This is an optimization exercise on Yosys and OpenROAD, whose aim is small area and a short achievable clock period, not a production implementation. Where RTL was checked, it was by simulation tests only, not by an equivalence proof against the original. Only the layout flow was run in run 1; the RTL was not checked for function there. No activity file was given, so power comes from the tool's default toggle rates.

==> flow/design.v, too long to show whole: its modules and the start of the top module <==
// module halfAdder: 10 lines
// module fullAdder: 11 lines
// module PipelinedRadix4BoothWallace32: 2274 lines
module PipelinedRadix4BoothWallace32
(
    input logic clk,
    input logic run,
    input logic signedFlag,  
    input logic [32 - 1 : 0] multiplicand,
    input logic [32 - 1 : 0] multiplier,
    output logic [64 - 1 : 0] out
);
  // ...
==> flow/run.sh <==
#!/bin/bash
# synth_recipe.tcl (not shown) runs the flow's synth.tcl, then flattens the netlist and writes it again
# the make line also repeats each setting of config.mk as NAME=value (left out here)
make -C /OpenROAD-flow-scripts/flow DESIGN_CONFIG=/design/flow/config.mk WORK_HOME=/design/flow/orfs CLKGATE_MAP_FILE= SYNTH_SCRIPT=/design/flow/synth_recipe.tcl finish
==> flow/config.mk <==
export PLATFORM = sky130hd
export DESIGN_NAME = PipelinedRadix4BoothWallace32
export DESIGN_NICKNAME = PipelinedRadix4BoothWallace32
export VERILOG_FILES = /design/flow/design.v
export SDC_FILE = /design/flow/constraint.sdc
export NUM_CORES = 4
export LEC_CHECK = 0
export CAP_MARGIN = 20
export CORE_MARGIN = 2
export CORE_UTILIZATION = 50
export PLACE_DENSITY = 0.65
export SETUP_SLACK_MARGIN = 1.7
export SLEW_MARGIN = 20
export SYNTH_HIERARCHICAL = 1
export SYNTH_MINIMUM_KEEP_SIZE = 0
==> flow/constraint.sdc <==
create_clock -name core_clock -period 4.2 [get_ports {clk}]
set_input_delay 0.8400 -clock core_clock [delete_from_list [all_inputs] [get_ports {clk}]]
set_output_delay 0.8400 -clock core_clock [all_outputs]
set_load 0.01 [all_outputs]
==> flow_metrics.py, run 1 <==
metrics = {
    "power": {
        "vdd_ir_drop_max_mv": 0.426,
        "sequentialPowerShare_pct": 35.0,
        "p_sw_w": 0.0135,
        "clk-power_w": 0.00628,
        "pwr-share-clk_pct": 16.8,
    },
    "placement": {
        "dpl_cell_area_um2": 46600,
        "hpwl_mm": 77.7,
    },
    "grt": {
        "use_met1_pct": 34.1,
    },
    "job": {
        "max-cap-violations": 0,
    },
    "layout": {
        "drive_gt1_share_pct": 13.2,
        "antenna_cells": 0,
        "post-route-util_pct": 59.0,
        "layout_commonest_cell": "edfxtp_1",
        "design.seq.count": 653,
        "stdcell_count": 4446,
        "final_cell_mix": "653 x edfxtp_1, 524 x xor2_1, 522 x a22o_1",
        "multi_input_area_share_pct": 45.8,
    },
    "floorplan": {
        "row_count": 108,
        "nWellTaps": 1155,
        "start_util_pct": 50.7,
    },
    "synth": {
        "synth_edf_count": 653,
        "yosysMostFrequentCell": "edfxtp_1",
        "synth_top_family_by_area": "adder cells",
        "synth_area_um2": 44100,
        "syn_nets": 3731,
    },
    "worst_setup_path": {
        "cp_max_fo": 3,
        "cp-endpoint": "r5[63]$_DFFE_PP_",
        "crit_top_cell": "and3_4",
        "rr_startpoint": "r4_s[14]$_DFFE_PP_",
    },
    "route": {
        "viasPerCell": 6.06,
        "first_pass_iters": 5,
        "top_layer": "met5",
        "drt_iter0_markers": 2448,
        "wl_per_cell_um": 25.6,
    },
    "outcome": {
        "status": "finished clean",
    },
    "min_path": {
        "holdPathStages": 0,
        "worstHoldPathType": "reg2reg",
    },
    "sta": {
        "rsz0062_at_grt": "true",
        "hold-worst-slack_ns": 0.418,
        "skew_ns": 0.0299,
    },
    "clocking": {
        "hold_buffers": 0,
        "cts.path.max_buffers": 3,
    },
}
==> run 2: changes to the inputs <==
--- a/flow/design.v
+++ b/flow/design.v
@@ -1084,16 +1084,30 @@
 wire s1047;
 wire c1048;
 wire s1049;
 wire c1050;
 wire s1051;
 wire c1052;
 reg [63:0] r4_s;
 reg [6:0] r4_c;
+wire bg1, bp1;
+wire bg2, bp2;
+wire bg3, bp3;
+wire bg4, bp4;
+wire bg5, bp5;
+wire bg6, bp6;
+wire bg7, bp7;
+wire bg8, bp8;
+wire bg9, bp9;
+wire bg10, bp10;
+wire bg11, bp11;
+wire bg12, bp12;
+wire bg13, bp13;
+wire bg14, bp14;
 reg [63:0] r5;
 wire [32:0] ax = {signedFlag & multiplicand[31], multiplicand};
 wire [34:0] bx = {signedFlag & multiplier[31], signedFlag & multiplier[31], multiplier, 1'b0};
 wire [15:0] one_e, two_e, neg_e;
 assign one_e[0] = bx[1] ^ bx[0];
 assign two_e[0] = (bx[2] & ~bx[1] & ~bx[0]) | (~bx[2] & bx[1] & bx[0]);
 assign neg_e[0] = bx[2] & ~(bx[1] & bx[0]);
 assign one_e[1] = bx[3] ^ bx[2];
@@ -2275,21 +2289,58 @@
 wire [8:0] bs2 = {1'b0, opx[23:16]} + {1'b0, opy[23:16]};
 wire [8:0] bs3 = {1'b0, opx[31:24]} + {1'b0, opy[31:24]};
 wire [8:0] bs4 = {1'b0, opx[39:32]} + {1'b0, opy[39:32]};
 wire [8:0] bs5 = {1'b0, opx[47:40]} + {1'b0, opy[47:40]};
 wire [8:0] bs6 = {1'b0, opx[55:48]} + {1'b0, opy[55:48]};
 wire [8:0] bs7 = {1'b0, opx[63:56]} + {1'b0, opy[63:56]};
 always_ff @(posedge clk) if (run) r4_s <= {bs7[7:0], bs6[7:0], bs5[7:0], bs4[7:0], bs3[7:0], bs2[7:0], bs1[7:0], bs0[7:0]};
 always_ff @(posedge clk) if (run) r4_c <= {bs6[8], bs5[8], bs4[8], bs3[8], bs2[8], bs1[8], bs0[8]};
+wire [7:0] ball;
+assign ball[0] = &r4_s[7:0];
+assign ball[1] = &r4_s[15:8];
+assign ball[2] = &r4_s[23:16];
+assign ball[3] = &r4_s[31:24];
+assign ball[4] = &r4_s[39:32];
+assign ball[5] = &r4_s[47:40];
+assign ball[6] = &r4_s[55:48];
+assign ball[7] = &r4_s[63:56];
+assign bg1 = r4_c[1] | (ball[1] & r4_c[0]);
+assign bp1 = ball[1] & ball[0];
+assign bg2 = r4_c[2] | (ball[2] & r4_c[1]);
+assign bp2 = ball[2] & ball[1];
+assign bg3 = r4_c[3] | (ball[3] & r4_c[2]);
+assign bp3 = ball[3] & ball[2];
+assign bg4 = r4_c[4] | (ball[4] & r4_c[3]);
+assign bp4 = ball[4] & ball[3];
+assign bg5 = r4_c[5] | (ball[5] & r4_c[4]);
+assign bp5 = ball[5] & ball[4];
+assign bg6 = r4_c[6] | (ball[6] & r4_c[5]);
+assign bp6 = ball[6] & ball[5];
+assign bg7 = bg2 | (bp2 & r4_c[0]);
+assign bp7 = bp2 & ball[0];
+assign bg8 = bg3 | (bp3 & bg1);
+assign bp8 = bp3 & bp1;
+assign bg9 = bg4 | (bp4 & bg2);
+assign bp9 = bp4 & bp2;
+assign bg10 = bg5 | (bp5 & bg3);
+assign bp10 = bp5 & bp3;
+assign bg11 = bg6 | (bp6 & bg4);
+assign bp11 = bp6 & bp4;
+assign bg12 = bg9 | (bp9 & r4_c[0]);
+assign bp12 = bp9 & ball[0];
+assign bg13 = bg10 | (bp10 & bg1);
+assign bp13 = bp10 & bp1;
+assign bg14 = bg11 | (bp11 & bg7);
+assign bp14 = bp11 & bp7;
 wire [7:0] bcin;
 assign bcin[0] = 1'b0;
-assign bcin[1] = r4_c[0] | ((&r4_s[7:0]) & bcin[0]);
-assign bcin[2] = r4_c[1] | ((&r4_s[15:8]) & bcin[1]);
-assign bcin[3] = r4_c[2] | ((&r4_s[23:16]) & bcin[2]);
-assign bcin[4] = r4_c[3] | ((&r4_s[31:24]) & bcin[3]);
-assign bcin[5] = r4_c[4] | ((&r4_s[39:32]) & bcin[4]);
-assign bcin[6] = r4_c[5] | ((&r4_s[47:40]) & bcin[5]);
-assign bcin[7] = r4_c[6] | ((&r4_s[55:48]) & bcin[6]);
-wire [63:0] prod = {(r4_s[63:56] + {7'b0, bcin[7]}), (r4_s[55:48] + {7'b0, bcin[6]}), (r4_s[47:40] + {7'b0, bcin[5]}), (r4_s[39:32] + {7'b0, bcin[4]}), (r4_s[31:24] + {7'b0, bcin[3]}), (r4_s[23:16] + {7'b0, bcin[2]}), (r4_s[15:8] + {7'b0, bcin[1]}), (r4_s[7:0] + {7'b0, bcin[0]})};
+assign bcin[1] = r4_c[0];
+assign bcin[2] = bg1;
+assign bcin[3] = bg7;
+assign bcin[4] = bg8;
+assign bcin[5] = bg12;
+assign bcin[6] = bg13;
+assign bcin[7] = bg14;
+wire [63:0] prod = {(r4_s[63] ^ (bcin[7] & (&r4_s[62:56]))), (r4_s[62] ^ (bcin[7] & (&r4_s[61:56]))), (r4_s[61] ^ (bcin[7] & (&r4_s[60:56]))), (r4_s[60] ^ (bcin[7] & (&r4_s[59:56]))), (r4_s[59] ^ (bcin[7] & (&r4_s[58:56]))), (r4_s[58] ^ (bcin[7] & (&r4_s[57:56]))), (r4_s[57] ^ (bcin[7] & (&r4_s[56:56]))), (r4_s[56] ^ bcin[7]), (r4_s[55] ^ (bcin[6] & (&r4_s[54:48]))), (r4_s[54] ^ (bcin[6] & (&r4_s[53:48]))), (r4_s[53] ^ (bcin[6] & (&r4_s[52:48]))), (r4_s[52] ^ (bcin[6] & (&r4_s[51:48]))), (r4_s[51] ^ (bcin[6] & (&r4_s[50:48]))), (r4_s[50] ^ (bcin[6] & (&r4_s[49:48]))), (r4_s[49] ^ (bcin[6] & (&r4_s[48:48]))), (r4_s[48] ^ bcin[6]), (r4_s[47] ^ (bcin[5] & (&r4_s[46:40]))), (r4_s[46] ^ (bcin[5] & (&r4_s[45:40]))), (r4_s[45] ^ (bcin[5] & (&r4_s[44:40]))), (r4_s[44] ^ (bcin[5] & (&r4_s[43:40]))), (r4_s[43] ^ (bcin[5] & (&r4_s[42:40]))), (r4_s[42] ^ (bcin[5] & (&r4_s[41:40]))), (r4_s[41] ^ (bcin[5] & (&r4_s[40:40]))), (r4_s[40] ^ bcin[5]), (r4_s[39] ^ (bcin[4] & (&r4_s[38:32]))), (r4_s[38] ^ (bcin[4] & (&r4_s[37:32]))), (r4_s[37] ^ (bcin[4] & (&r4_s[36:32]))), (r4_s[36] ^ (bcin[4] & (&r4_s[35:32]))), (r4_s[35] ^ (bcin[4] & (&r4_s[34:32]))), (r4_s[34] ^ (bcin[4] & (&r4_s[33:32]))), (r4_s[33] ^ (bcin[4] & (&r4_s[32:32]))), (r4_s[32] ^ bcin[4]), (r4_s[31] ^ (bcin[3] & (&r4_s[30:24]))), (r4_s[30] ^ (bcin[3] & (&r4_s[29:24]))), (r4_s[29] ^ (bcin[3] & (&r4_s[28:24]))), (r4_s[28] ^ (bcin[3] & (&r4_s[27:24]))), (r4_s[27] ^ (bcin[3] & (&r4_s[26:24]))), (r4_s[26] ^ (bcin[3] & (&r4_s[25:24]))), (r4_s[25] ^ (bcin[3] & (&r4_s[24:24]))), (r4_s[24] ^ bcin[3]), (r4_s[23] ^ (bcin[2] & (&r4_s[22:16]))), (r4_s[22] ^ (bcin[2] & (&r4_s[21:16]))), (r4_s[21] ^ (bcin[2] & (&r4_s[20:16]))), (r4_s[20] ^ (bcin[2] & (&r4_s[19:16]))), (r4_s[19] ^ (bcin[2] & (&r4_s[18:16]))), (r4_s[18] ^ (bcin[2] & (&r4_s[17:16]))), (r4_s[17] ^ (bcin[2] & (&r4_s[16:16]))), (r4_s[16] ^ bcin[2]), (r4_s[15] ^ (bcin[1] & (&r4_s[14:8]))), (r4_s[14] ^ (bcin[1] & (&r4_s[13:8]))), (r4_s[13] ^ (bcin[1] & (&r4_s[12:8]))), (r4_s[12] ^ (bcin[1] & (&r4_s[11:8]))), (r4_s[11] ^ (bcin[1] & (&r4_s[10:8]))), (r4_s[10] ^ (bcin[1] & (&r4_s[9:8]))), (r4_s[9] ^ (bcin[1] & (&r4_s[8:8]))), (r4_s[8] ^ bcin[1]), (r4_s[7] ^ (bcin[0] & (&r4_s[6:0]))), (r4_s[6] ^ (bcin[0] & (&r4_s[5:0]))), (r4_s[5] ^ (bcin[0] & (&r4_s[4:0]))), (r4_s[4] ^ (bcin[0] & (&r4_s[3:0]))), (r4_s[3] ^ (bcin[0] & (&r4_s[2:0]))), (r4_s[2] ^ (bcin[0] & (&r4_s[1:0]))), (r4_s[1] ^ (bcin[0] & (&r4_s[0:0]))), (r4_s[0] ^ bcin[0])};
 always_ff @(posedge clk) if (run) r5 <= prod;
 assign out = r5;
 endmodule
==> flow_metrics.py, run 2 <==
metrics = {
    "synth": {
        "synth_edf_count": 653,
        "muxShareOfSynthArea_pct": 0,
        "synthArstFlopShare_pct": 0,
        "synthTopCellsByArea": "edfxtp_1 45%, fa_1 22%, xor2_1 11%",
        "synth_flop_cell": "edfxtp_1",
        "synth_area_um2": 43900,
        "synthSimpleGateAreaFrac_pct": 2.44,
        "synth_top_area_share_pct": 44.7,
        "synthTopCellsByCount": "653 x edfxtp_1, 562 x xor2_1, 522 x a22o_1",
        "synth_top_family_by_area": "adder cells",
        "syn-instance-count": 3028,
        "syn_area_per_cell_um2": 14.5,
        "syn_nets": 3698,
        "yosysMostFrequentCell": "edfxtp_1",
        "yosysWarnings": 7,
        "synth_xor_area_share_pct": 12.4,
        "yosysUniqueCellTypes": 41,
        "synth-seq-area-share_pct": 44.7,
        "synth-compound-area-share_pct": 12.0,
        "synthAdderAreaFrac_pct": 25.5,
        "synth_top_cell_by_area": "edfxtp_1",
        "synth.ff_latch_count": 653,
    },
    "placement": {
        "place_congestion": 0.881,
        "dpl_cell_area_um2": 46500,
        "place_inst": 4154,
        "place_ws_ns": 1.10,
        "hpwl_mm": 78.0,
        "port-buffer-count": 130,
    },
    "route": {
        "wl_mm": 111,
        "wl_per_cell_um": 25.0,
        "first_pass_iters": 5,
        "ant_nets": 0,
        "drt_iter0_markers": 2575,
        "viasPerCell": 5.96,
        "routed-via-count": 26364,
        "drc": 0,
    },
    "clocking": {
        "clkSlewWorstSetupHoldPaths_ns": 0.06,
        "h-tree-depth": 3,
        "ctsRootBufferMaster": "clkbuf_16",
        "numCtsBuffers": 75,
        "cts_tree": "built",
        "clk-insertion-delay-late_ns": 0.65,
        "cts.path.max_buffers": 3,
        "cts_num_sinks": 653,
    },
    "power": {
        "swShare_pct": 35.4,
        "power_density_nw_per_um2": 729,
        "leakage_nw": 20.0,
        "vdd_ir_drop_max_mv": 0.387,
        "sequentialPowerShare_pct": 35.3,
        "combPwrFrac_pct": 46.8,
        "p_sw_w": 0.0132,
        "intPower_w": 0.0241,
        "pwr-share-clk_pct": 17.8,
    },
    "sta": {
        "maxSlewHeadroom_pct": 47.9,
        "setup_ws_ns": 1.66,
        "skew_ns": 0.0346,
        "setup_violations": 0,
        "report.final.hold_viol_count": 0,
        "fin_crit_ns": 2.54,
        "drv_slew": 0,
        "worstMarginPinSlew_ns": 0.781,
        "fin_crit_sh_pct": 60.4,
        "rsz0062_at_grt": "true",
        "max_freq_ghz": 0.394,
        "tns_ns": 0,
    },
    "grt": {
        "track_usage_pct": 24.0,
        "grt_overflow": 0,
        "grt_pass1_vias": 27703,
        "grt_pass1_wl_mm": 165,
        "grt_start_max_net_pins": 93,
        "antenna_found_initial": 7,
    },
    "worst_setup_path": {
        "critPathKind": "reg2reg",
        "cp_max_fo": 8,
        "crit_path_end_kind": "register",
        "crit_slowest_cell": "fa_1",
        "critPathRequiredTime_ns": 4.59,
        "path_buf_inv": 3,
        "cp_top_family": "adder cells",
        "slowest_delay_ns": 0.53,
        "start_kind": "register",
        "path_cells": "buf_6 -> clkbuf_16 -> buf_12 -> xor2_1 -> a22o_1 -> fa_1 -> fa_1",
        "cp.arrival_ns": 2.92,
        "crit_top_cell": "fa_1",
    },
    "layout": {
        "largest_reg_flops": 299,
        "regMostFlops": "r2",
        "finish.instance_area_um2": 51300,
        "antenna_cells": 0,
        "fillers": 6589,
        "layout_commonest_cell": "edfxtp_1",
        "drive_gt1_share_pct": 13.8,
        "final_cell_mix": "653 x edfxtp_1, 542 x xor2_1, 521 x a22o_1",
        "syn2layout_area_growth_pct": 16.9,
        "stdcell_count": 4427,
        "reg.largest.list": "r2 x299, r3 x137",
        "fin_nets": 3882,
    },
    "floorplan": {
        "start_util_pct": 50.5,
        "core_area_um2": 86900,
        "dieHeight_um": 300,
        "die_area_um2": 90100,
        "row_count": 108,
        "io_pins": 131,
        "die_w_um": 300,
    },
    "min_path": {
        "worstHoldPathType": "reg2reg",
    },
    "job": {
        "max-cap-violations": 0,
    },
    "outcome": {
        "status": "finished clean",
    },
}
==> run 2: cell count changes after synthesis, moves of 5 or more <==
| cell | previous run | this run |
|---|---|---|
| buf_2 | 127 | 16 |
| clkbuf_1 | 102 | 212 |
| nor2_1 | 35 | 14 |
| xor2_1 | 548 | 562 |
| inv_1 | 77 | 64 |
| nand2_1 | 25 | 38 |
| a21oi_1 | 14 | 24 |
| a21o_1 | 6 | 14 |
| ha_1 | 125 | 118 |
| or2_2 | 6 | 0 |
| a211oi_1 | 5 | 0 |
| nand2b_1 | 15 | 20 |
| o22ai_1 | 5 | 0 |
| or3_1 | 5 | 0 |
==> run 2: what timing repair did <==
item / in CTS / in global routing
setup buffers: 63 / 53
hold buffers: 0 / 0
pin swaps: 31 / 163
setup endpoints to repair: 255 / 128
gates cloned: 3 / 17
resized for setup: 75 / 113
==> run 2: final timing paths <==
check,slack (ns),endpoint,cells after the start,startpoint
max,1.66,r2[191]$_DFFE_PP_,7,r1_neg[14]$_DFFE_PP_
min,0.42,r3[97]$_DFFE_PP_,0,r2[225]$_DFFE_PP_
min reg2reg,0.42,r3[97]$_DFFE_PP_,0,r2[225]$_DFFE_PP_
max reg2reg,1.66,r2[191]$_DFFE_PP_,7,r1_neg[14]$_DFFE_PP_
==> run 2: Yosys stat by module, one instance, submodules excluded <==
| module | cells inside | times used | cell area, µm² | flops+latches |
|---|---|---|---|---|
| PipelinedRadix4BoothWallace32 | 2518 | 1 | 33900 | 653 |
| fullAdder | 1 | 479 | 20.0 | 0 |
| halfAdder | 1 | 31 | 12.5 | 0 |
==> run 2: per-layer routing <==
metal  vias to the layer above  track usage (%)  share of wire (%)
met5                         -                0              0.068
met4                        12             7.36                3.0
met3                       243             4.64                9.6
met2                      1264             37.2                 45
met1                     13558             34.6                 42
li1                      11287                -                  -
==> run 2: area by class of cell <==
| class | count | area [µm²] | area share (%) |
|---|---|---|---|
| clock buffer | 92 | 2030 | 3.95 |
| tap | 1155 | 1450 | 2.82 |
| multi-input combinational | 2048 | 23400 | 45.6 |
| clock inverter | 45 | 490 | 0.957 |
| inverter | 64 | 240 | 0.469 |
| sequential | 653 | 19600 | 38.3 |
| timing repair buffer | 370 | 4080 | 7.96 |
==> run 2: kinds of logic (layout without fill, tap and decap cells) <==
logic type,after synthesis,after routing
simple gates,186,186
compound gates,636,636
buf+inv,327,571
xor+xnor,623,623
fa+ha+maj,603,603
flops,653,653
==> run 2: through the flow <==
stage / util [%] / hold WS (ns) / power, W
4_1_cts: 57.6 / 0.418 / 0.0373
5_1_grt: 59.0 / 0.420 / 0.0405
3_3_place_gp: 53.5 / 0.404 / 0.0295
2_1_floorplan: - / 0.400 / 0.0241
3_5_place_dp: 53.5 / 0.405 / 0.0299
6_report: 59.0 / 0.418 / 0.0374
==> run 2: power groups by stage <==
stage / logic, W / clock network (W) / registers [W]
global placement: 0.0161 / 0 / 0.0134
global route: 0.0199 / 0.00707 / 0.0135
floorplan: 0.0112 / 0 / 0.0129
CTS: 0.0172 / 0.00681 / 0.0132
detailed placement: 0.0164 / 0 / 0.0135
finish: 0.0175 / 0.00667 / 0.0132
==> run 3: changes to the inputs <==
--- a/flow/config.mk
+++ b/flow/config.mk
@@ -8,6 +8,8 @@
 export CAP_MARGIN = 20
 export CORE_MARGIN = 2
 export CORE_UTILIZATION = 50
+export CTS_BUF_LIST = sky130_fd_sc_hd__clkbuf_4 sky130_fd_sc_hd__clkbuf_8
+export CTS_CLUSTER_SIZE = 30
 export PLACE_DENSITY = 0.65
 export SETUP_SLACK_MARGIN = 1.7
 export SLEW_MARGIN = 20
==> flow_metrics.py, run 3 <==
metrics = {
    "worst_setup_path": {
        "critPathKind": "reg2reg",
        "cp_top_family": "adder cells",
        "cp.arrival_ns": 3.07,
        "path_buf_inv": 2,
        "crit_top_cell": "fa_1",
        "start_kind": "register",
        "path_cells": "buf_4 -> buf_12 -> xor2_1 -> a22o_1 -> fa_1 -> fa_1",
        "critPathRequiredTime_ns": 4.70,
        "cp_max_fo": 6,
        "slowest_delay_ns": 0.58,
        "crit_slowest_cell": "fa_1",
        "crit_path_end_kind": "register",
    },
    "route": {
        "wl_met2_mm": 49.2,
        "drt_iter0_markers": 2456,
        "met3_length_mm": 9.26,
        "wl_mm": 109,
        "first_pass_iters": 6,
        "routed-via-count": 26340,
        "drt-met1-wl_mm": 47.2,
        "drc": 0,
        "wl_per_cell_um": 24.2,
        "top_layer": "met5",
        "ant_nets": 0,
        "viasPerCell": 5.88,
    },
    "layout": {
        "post-route-util_pct": 58.1,
        "regMostFlops": "r2",
        "syn2layout_area_growth_pct": 15.1,
        "layout_commonest_cell": "edfxtp_1",
        "largest_reg_flops": 299,
        "fillers": 6752,
        "drive_gt1_share_pct": 14.5,
        "seq_area_um2": 19600,
        "finish.instance_area_um2": 50500,
        "stdcell_count": 4480,
        "fin_nets": 3903,
        "final_cell_mix": "653 x edfxtp_1, 555 x xor2_1, 522 x a22o_1",
        "reg.largest.list": "r2 x299, r3 x137",
        "multi_input_area_um2": 23200,
    },
    "grt": {
        "antenna_found_initial": 7,
        "grt_start_max_net_pins": 93,
        "grt_pass1_wl_mm": 166,
        "grt_pass1_vias": 27921,
        "grt_overflow": 0,
        "track_usage_pct": 24.0,
    },
    "power": {
        "combPwrFrac_pct": 47.8,
        "pwr-share-clk_pct": 15.7,
        "intPower_w": 0.0230,
        "leakage_nw": 19.9,
        "p_sw_w": 0.0132,
        "power_density_nw_per_um2": 717,
        "vdd_ir_drop_max_mv": 0.410,
        "sequentialPowerShare_pct": 36.5,
        "swShare_pct": 36.5,
    },
    "synth": {
        "synthArstFlopShare_pct": 0,
        "synth-seq-area-share_pct": 44.7,
        "synth_edf_count": 653,
        "synth_flop_cell": "edfxtp_1",
        "yosysUniqueCellTypes": 41,
        "synthTopCellsByArea": "edfxtp_1 45%, fa_1 22%, xor2_1 11%",
        "yosysMostFrequentCell": "edfxtp_1",
        "synthTopCellsByCount": "653 x edfxtp_1, 562 x xor2_1, 522 x a22o_1",
        "syn_nets": 3698,
        "synth.ff_latch_count": 653,
        "synth_area_um2": 43900,
        "synth_top_area_share_pct": 44.7,
        "syn-instance-count": 3028,
        "syn_area_per_cell_um2": 14.5,
        "yosysWarnings": 7,
        "synth_top_cell_by_area": "edfxtp_1",
    },
    "sta": {
        "maxSlewHeadroom_pct": 47.6,
        "tns_ns": 0,
        "worstMarginPinSlew_ns": 0.786,
        "drv_slew": 0,
        "report.final.hold_viol_count": 0,
        "fin_crit_sh_pct": 61.0,
        "fin_crit_ns": 2.56,
        "skew_ns": 0.0423,
        "setup_violations": 0,
        "setup_ws_ns": 1.64,
        "rsz0062_at_grt": "true",
        "max_freq_ghz": 0.390,
    },
    "clocking": {
        "clk-insertion-delay-late_ns": 0.78,
        "numCtsBuffers": 114,
        "h-tree-depth": 3,
        "hold_buffers": 0,
        "cts_tree": "built",
        "clkSlewWorstSetupHoldPaths_ns": 0.07,
        "cts.path.max_buffers": 3,
        "cts_num_sinks": 653,
        "ctsRootBufferMaster": "clkbuf_8",
    },
    "placement": {
        "hpwl_mm": 78.0,
        "place_ws_ns": 1.10,
        "port-buffer-count": 130,
        "dpl_cell_area_um2": 46500,
        "place_congestion": 0.881,
        "place_inst": 4154,
    },
    "floorplan": {
        "io_pins": 131,
        "die_area_um2": 90100,
        "start_util_pct": 50.5,
        "core_area_um2": 86900,
        "row_count": 108,
        "die_w_um": 300,
        "dieHeight_um": 300,
    },
    "min_path": {
        "worstHoldPathType": "reg2reg",
    },
    "outcome": {
        "status": "finished clean",
    },
    "job": {
        "max-cap-violations": 0,
    },
}
[run 3: cell counts after synthesis]
No cell type changed its count.
[run 3: repair_timing]
action / 4_1_cts / 5_1_grt
resized for setup: 111 / 95
cloned: 3 / 10
endpoints found under the setup margin: 302 / 124
pin swaps: 31 / 106
buffers inserted: 68 / 37
endpoints found under the hold margin: 0 / 0
[run 3: per-layer routing]
layer  GRT usage [%]  vias up
met3            4.91      235
met5               0        -
li1                -    11356
met4            6.55       10
met2            37.4     1151
met1            34.6    13588
[run 3: layout make-up]
class,instances,area share [%]
antenna,4,0.0198
multi-input combinational,2048,46.1
inverter,64,0.476
tap,1155,2.86
timing repair buffer,352,7.38
sequential,653,38.9
clock inverter,59,0.756
clock buffer,145,3.58
[run 3: path summary, 6_finish.rpt]
path / cells past startpoint / endpoint / start / slack [ns]
worst max-delay path: 6 / r2[198]$_DFFE_PP_ / r1_neg[10]$_DFFE_PP_ / 1.64
worst min-delay path: 0 / r3[2]$_DFFE_PP_ / r2[2]$_DFFE_PP_ / 0.41
worst max register to register: 6 / r2[198]$_DFFE_PP_ / r1_neg[10]$_DFFE_PP_ / 1.64
worst min register to register: 0 / r3[2]$_DFFE_PP_ / r2[2]$_DFFE_PP_ / 0.41
[run 3: kinds of logic after synthesis]
group                      share of synthesized area (%)
buffers and inverters                               2.87
and+or+nand+nor                                     2.44
xor gates and xnor gates                            12.4
DFF                                                 44.7
adders and majority gates                           25.5
AOI/OAI and AO/OA                                   12.0
[run 3: worst register-to-register path, stage by stage (launching register included)]
cell and delay (ns):
edfxtp_1 0.46, buf_4 0.21, buf_12 0.15, xor2_1 0.17, a22o_1 0.29, fa_1 0.58, fa_1 0.44
[run 3: power groups by stage]
stage	clock, W	combinational (W)	sequential, W
after floorplan	0	0.0112	0.0129
after global placement	0	0.0161	0.0134
after CTS	0.00580	0.0171	0.0132
after global routing	0.00609	0.0197	0.0135
after detailed placement	0	0.0164	0.0135
final	0.00566	0.0173	0.0132
[run 3: per-module statistics from Yosys, one instance, submodules excluded]
module	flip-flops and latches	copies in the design
fullAdder	0	479
halfAdder	0	31
PipelinedRadix4BoothWallace32	653	1
[run 3: metrics by stage]
| stage | power, W | hold slack, ns |
|---|---|---|
| after global routing | 0.0393 | 0.421 |
| after floorplan | 0.0241 | 0.400 |
| after CTS | 0.0361 | 0.418 |
| after global placement | 0.0295 | 0.404 |
| after detailed placement | 0.0299 | 0.405 |
| final | 0.0362 | 0.410 |

port drivers added, routing unchanged:
In the flow no input, the clock included, has a driving cell. The finished layouts below were timed again as built, in two steps. Step 1, drivers: a clkbuf_16 drives clk and a buf_2 each remaining input, both assumed. Step 2 adds t to the input delays and takes it off the output delays; t is the mean of the earliest and latest rising clock arrival at the registers after step 1. Input paths then give back, and output paths get back, about the clock's delay inside the block. Three values: ideal, step 1, step 2; two values: the first two.
run | shift t [ns] | setup slack, ns | hold WS [ns] | worst setup path at the end | slew at the worst register clock pin (ns)
run 1 | 0.685 | 1.381 / 1.381 / 1.381 | 0.418 / 0.418 / 0.418 | register to register | 0.06 / 0.06
run 2 | 0.702 | 1.665 / 1.665 / 1.665 | 0.418 / 0.418 / 0.418 | register to register | 0.07 / 0.07
run 3 | 0.818 | 1.636 / 1.636 / 1.636 | 0.410 / 0.410 / 0.410 | register to register | 0.07 / 0.07
After both steps every run listed still meets setup and hold.
